What follows belongs to an exercise in optimizing a design on an open flow for small area; a production flow would make more cautious choices. Only simulation tests tie the RTL to the original design; equivalence was not proved. No driver is modelled on the clock port, so clocking that relies on it looks cheaper here than on a real chip. Power is estimated from default activity; no workload was simulated.

the reference run:
// top
module top (
    input   logic       clk,
    input   logic       reset_n,
    input   logic       input_spi_clk,
    input   logic       input_spi_mosi,
    input   logic       input_spi_cs_n,
    output  logic       adc_spi_clk,
    input   logic       adc_spi_miso,
    output  logic       adc_spi_mosi,
    output  logic       adc_spi_cs_n,
    output  logic       pwm_a,
    output  logic       pwm_b
);
    logic [9:0] n;
    logic [5:0] s;
    always_ff @(posedge clk) begin
        if (~reset_n) begin
            n <= '1;
            s <= 6'd35;
        end else begin
            n <= n + 1'b1;
            if (&n[4:0])
                s <= (s == 6'd35) ? 6'd0 : s + 1'b1;
        end
    end
    assign adc_spi_cs_n = (s >= 6'd19);
    assign adc_spi_clk  = ~adc_spi_cs_n & n[4];
    assign adc_spi_mosi = (s == 6'd0) | (s == 6'd1) | (s == 6'd3);
    logic [8:0] sr;
    always_ff @(posedge clk) begin
        if (n[4:0] == 5'd15 && s >= 6'd5 && s <= 6'd13)
            sr <= {sr[7:0], adc_spi_miso};
    end
    logic [7:0] r8;
    logic       rx, rf;
    always_ff @(posedge clk) begin
  ...
Size: ~460 cells after synthesis, roughly 72 flip-flops, about 11 I/O pins, ~5000 µm² of cells after synthesis.
==> flow/config.mk <==
export PLATFORM = sky130hd
export DESIGN_NAME = top
export DESIGN_NICKNAME = top
export VERILOG_FILES = /design/flow/design.v
export SDC_FILE = /design/flow/constraint.sdc
export NUM_CORES = 4
export LEC_CHECK = 0
export CAP_MARGIN = 20
export CORE_MARGIN = 2
export CORE_UTILIZATION = 40
export CTS_BUF_LIST = sky130_fd_sc_hd__clkbuf_4 sky130_fd_sc_hd__clkbuf_8
export CTS_CLUSTER_SIZE = 30
export SLEW_MARGIN = 20
export SYNTH_HIERARCHICAL = 1
export SYNTH_MINIMUM_KEEP_SIZE = 0
==> flow/constraint.sdc <==
create_clock -name core_clock -period 10.0 [get_ports {clk}]
set_input_delay 2.0000 -clock core_clock [delete_from_list [all_inputs] [get_ports {clk}]]
set_output_delay 2.0000 -clock core_clock [all_outputs]
set_load 0.01 [all_outputs]
run.sh (not shown) runs the stock make flow with config.mk's settings and CLKGATE_MAP_FILE= SYNTH_SCRIPT=/design/flow/synth_recipe.tcl, a recipe that flattens the netlist after the stock synthesis.
The inputs of the trial run differ from those of the reference run as listed below.
diff --git a/flow/config.mk b/flow/config.mk
--- a/flow/config.mk
+++ b/flow/config.mk
@@ -10,4 +10,2 @@
 export CORE_UTILIZATION = 40
-export CTS_BUF_LIST = sky130_fd_sc_hd__clkbuf_4 sky130_fd_sc_hd__clkbuf_8
-export CTS_CLUSTER_SIZE = 30
 export SLEW_MARGIN = 20
==> comparison <==
- Both conditions hold for the trial run: the flow ran to the end and the final layout passed the timing, design-rule and antenna checks.
- Re sequential share of layout area: the reference run was higher than the trial run.
- The trial run vs the reference run — met2 wire length rose 51 µm.
- Power ends up higher on the trial run.
- The reference run was smaller in final cell area than the trial run.
- When the trial run is set beside the reference run, its relative max-transition margin turns out to be 1.6 points smaller.
- The trial run vs the reference run — worst hold-check slack dropped 3.5 ps.
- Taking the reference run as the reference, in the trial run area growth from synthesis to final layout rose by 1.9 points, setup slack after layout fell by 22 ps.
- As far as number of sinks handled by clock tree synthesis goes, the trial run and the reference run are indistinguishable; the numbers are identical.


top, a different RTL version from the one above (not shown whole).
Size in the first run: about 440 cells after synthesis, ~71 flip-flops, about 11 I/O pins.
export LEC_CHECK = 0
export CAP_MARGIN = 20
export CORE_MARGIN = 2
export CORE_UTILIZATION = 40
export SLEW_MARGIN = 20
export SYNTH_HIERARCHICAL = 1
export SYNTH_MINIMUM_KEEP_SIZE = 0
create_clock -name core_clock -period 10.0 [get_ports {clk}]
standard.sh (not shown) runs the stock make flow with config.mk's settings and CLKGATE_MAP_FILE= SYNTH_SCRIPT=/design/flow/synth_recipe.tcl, a recipe that flattens the netlist after the stock synthesis.
==> flow/flow/run.sh <==
#!/bin/bash
# The standard layout with four changes: after floorplanning,
# flow/downsize.tcl puts every logic cell at its smallest drive strength
# (the later repair steps size up where needed); the port buffers are buf_1
# cells; clock tree synthesis uses clkbuf_4 buffers without dummy loads; and
# after clock tree synthesis, flow/post_cts.tcl upsizes to clkbuf_8 each
# clock buffer whose flip-flops' clock slew is estimated over 100 ps.
# Each tool's output is in orfs/logs; the make output is in flow_make.log.
set -euo pipefail
here=$(cd "$(dirname "$0")" && pwd)
export BUFFER_PORTS_ARGS="-buffer_cell sky130_fd_sc_hd__buf_1"
export CTS_ARGS="-sink_clustering_enable -repair_clock_nets -dont_use_dummy_load -buf_list sky130_fd_sc_hd__clkbuf_4"
export POST_CTS_TCL="$here/post_cts.tcl"
export PRE_CTS_TCL="$here/pre_cts.tcl"
export POST_FLOORPLAN_TCL="$here/downsize.tcl"
bash standard.sh > flow_make.log 2>&1
==> flow/flow/pre_cts.tcl <==
# Remove the buffers that timing-driven global placement inserted; the
# repair steps after clock tree synthesis size gates up instead where
# timing needs it.
set placed {}
foreach inst [get_cells place*] { lappend placed [get_property $inst full_name] }
if {[llength $placed] > 0} { remove_buffers $placed }
Other scripts of this flow, unchanged in this note and not shown: flow/flow/downsize.tcl, flow/flow/post_cts.tcl
Then changed:
--- a/flow/flow/run.sh
+++ b/flow/flow/run.sh
@@ -14 +13,0 @@
-export PRE_CTS_TCL="$here/pre_cts.tcl"
removed: flow/flow/pre_cts.tcl
Effect:
- worst hold slack barely changes
- clock-buffer cell count is unchanged
- clock skew hardly moves
- utilization rises by 0.20 points
- maximum frequency barely changes
- setup slack is better by 3.1 ps


Starting RTL as in the previous note.
==> flow/config.mk <==
export PLATFORM = sky130hd
export DESIGN_NAME = top
export DESIGN_NICKNAME = top
export VERILOG_FILES = /design/flow/design.v
export SDC_FILE = /design/flow/constraint.sdc
export NUM_CORES = 4
export LEC_CHECK = 0
export CAP_MARGIN = 20
export CORE_MARGIN = 2
export CORE_UTILIZATION = 40
export SLEW_MARGIN = 20
export SYNTH_HIERARCHICAL = 1
export SYNTH_MINIMUM_KEEP_SIZE = 0
==> flow/constraint.sdc <==
create_clock -name core_clock -period 10.0 [get_ports {clk}]
set_input_delay 2.0000 -clock core_clock [delete_from_list [all_inputs] [get_ports {clk}]]
set_output_delay 2.0000 -clock core_clock [all_outputs]
set_load 0.01 [all_outputs]
==> flow/flow/run.sh <==
#!/bin/bash
# The standard layout with five changes: after floorplanning,
# flow/downsize.tcl puts every logic cell at its smallest drive strength
# (the later repair steps size up where needed); the port buffers are buf_1
# cells; before clock tree synthesis, flow/pre_cts.tcl removes the buffers
# that global placement inserted; clock tree synthesis uses clkbuf_4
# buffers without dummy loads; and after it, flow/post_cts.tcl upsizes to
# clkbuf_8 each clock buffer whose flip-flops' clock slew is estimated over
# 100 ps.
# Each tool's output is in orfs/logs; the make output is in flow_make.log.
set -euo pipefail
here=$(cd "$(dirname "$0")" && pwd)
export BUFFER_PORTS_ARGS="-buffer_cell sky130_fd_sc_hd__buf_1"
export CTS_ARGS="-sink_clustering_enable -repair_clock_nets -dont_use_dummy_load -buf_list sky130_fd_sc_hd__clkbuf_4"
export PRE_CTS_TCL="$here/pre_cts.tcl"
export POST_CTS_TCL="$here/post_cts.tcl"
export POST_FLOORPLAN_TCL="$here/downsize.tcl"
bash standard.sh > flow_make.log 2>&1
==> flow/flow/post_cts.tcl <==
estimate_parasitics -placement
set weak {}
foreach pin [all_registers -clock_pins -edge_triggered] {
  set worst 0
  foreach edge {rise fall} {
    foreach a {min max} {
      set s [get_property $pin slew_${a}_$edge]
      if {$s > $worst} { set worst $s }
    }
  }
  if {$worst > 0.100} {
    set net [get_nets -of_objects $pin]
    foreach drv [get_pins -of_objects $net -filter "direction==output"] {
      lappend weak [get_cells -of_objects $drv]
    }
  }
}
set done {}
foreach c $weak {
  set name [get_property $c full_name]
  if {[lsearch -exact $done $name] >= 0} { continue }
  lappend done $name
  if {[get_property [get_lib_cells -of_objects $c] name] eq "sky130_fd_sc_hd__clkbuf_4"} {
    puts "upsizing clock buffer $name"
    replace_cell $c sky130_fd_sc_hd__clkbuf_8
  }
}
if {[llength $done] > 0} {
  detailed_placement
  check_placement -verbose
  estimate_parasitics -placement
}
==> flow/flow/pre_cts.tcl <==
# Remove the buffers that timing-driven global placement inserted (the
# instances named place*, one at a time: remove_buffers with no instance
# would remove every buffer, the port buffers too); the repair steps after
# clock tree synthesis size gates up instead where timing needs it.
foreach inst [get_cells -quiet place*] {
  remove_buffers $inst
}
Other scripts of this flow, unchanged in this note and not shown: flow/flow/downsize.tcl
The baseline went through all stages and came out clean.
==> next run, changes <==
--- a/flow/flow/run.sh
+++ b/flow/flow/run.sh
@@ -2 +2 @@
-# The standard layout with five changes: after floorplanning,
+# The standard layout with four changes: after floorplanning,
@@ -5,5 +5,3 @@
-# cells; before clock tree synthesis, flow/pre_cts.tcl removes the buffers
-# that global placement inserted; clock tree synthesis uses clkbuf_4
-# buffers without dummy loads; and after it, flow/post_cts.tcl upsizes to
-# clkbuf_8 each clock buffer whose flip-flops' clock slew is estimated over
-# 100 ps.
+# cells; clock tree synthesis uses clkbuf_4 buffers without dummy loads; and
+# after clock tree synthesis, flow/post_cts.tcl upsizes to clkbuf_8 each
+# clock buffer whose flip-flops' clock slew is estimated over 100 ps.
@@ -15 +12,0 @@
-export PRE_CTS_TCL="$here/pre_cts.tcl"
--- a/flow/flow/post_cts.tcl
+++ b/flow/flow/post_cts.tcl
@@ -11 +11 @@
-  if {$worst > 0.100} {
+  if {$worst > 0.106} {
removed: flow/flow/pre_cts.tcl
What happened: Cell area barely changes; clock-buffer cell count is unchanged; synthesized cell count does not change; via count stays flat; register-to-register slack barely changes; routed wire length stays flat; die area stays the same; worst hold slack hardly moves; total power fell by 1.7%; synthesized area stays the same; first-iteration DRC count went down by 4.5%.

[static timing again, ports no longer ideal]
The flow's constraints put no driver on any port. The routed layouts listed below were extracted and timed again, unchanged, in two steps. Step 1: set_driving_cell puts a clkbuf_16 on clk and a buf_2 on each other input, an assumption about the parent block. Step 2 times the ports against the registers' clock, not the clock port: input delays grow and output delays shrink by t, the midpoint of the rising clock arrivals with the driver on. Three values: no drivers, after step 1, after step 2; two values: the first two.
| run | t (ns) | setup WS [ns] | latest minus earliest clock arrival (ns) | worst register clock-pin slew, ns | cell pins on the clock port's net |
|---|---|---|---|---|---|
| the reference run | 0.376 | 0.404 / 0.404 / 0.404 | 0.007 / 0.007 | 0.08 / 0.08 | 1 |
| the trial run | 0.363 | 0.382 / 0.382 / 0.382 | 0.004 / 0.004 | 0.06 / 0.06 | 1 |
| the first run of note 2 | 0.420 | 0.484 / 0.484 / 0.484 | 0.035 / 0.035 | 0.10 / 0.10 | 1 |
| the second run of note 2 | 0.418 | 0.487 / 0.487 / 0.487 | 0.034 / 0.034 | 0.10 / 0.10 | 1 |
| the first run of note 3 | 0.418 | 0.481 / 0.481 / 0.481 | 0.034 / 0.034 | 0.10 / 0.10 | 1 |
| the second run of note 3 | 0.412 | 0.481 / 0.481 / 0.481 | 0.025 / 0.026 | 0.10 / 0.10 | 1 |
After both steps setup and hold are still met in every run listed.
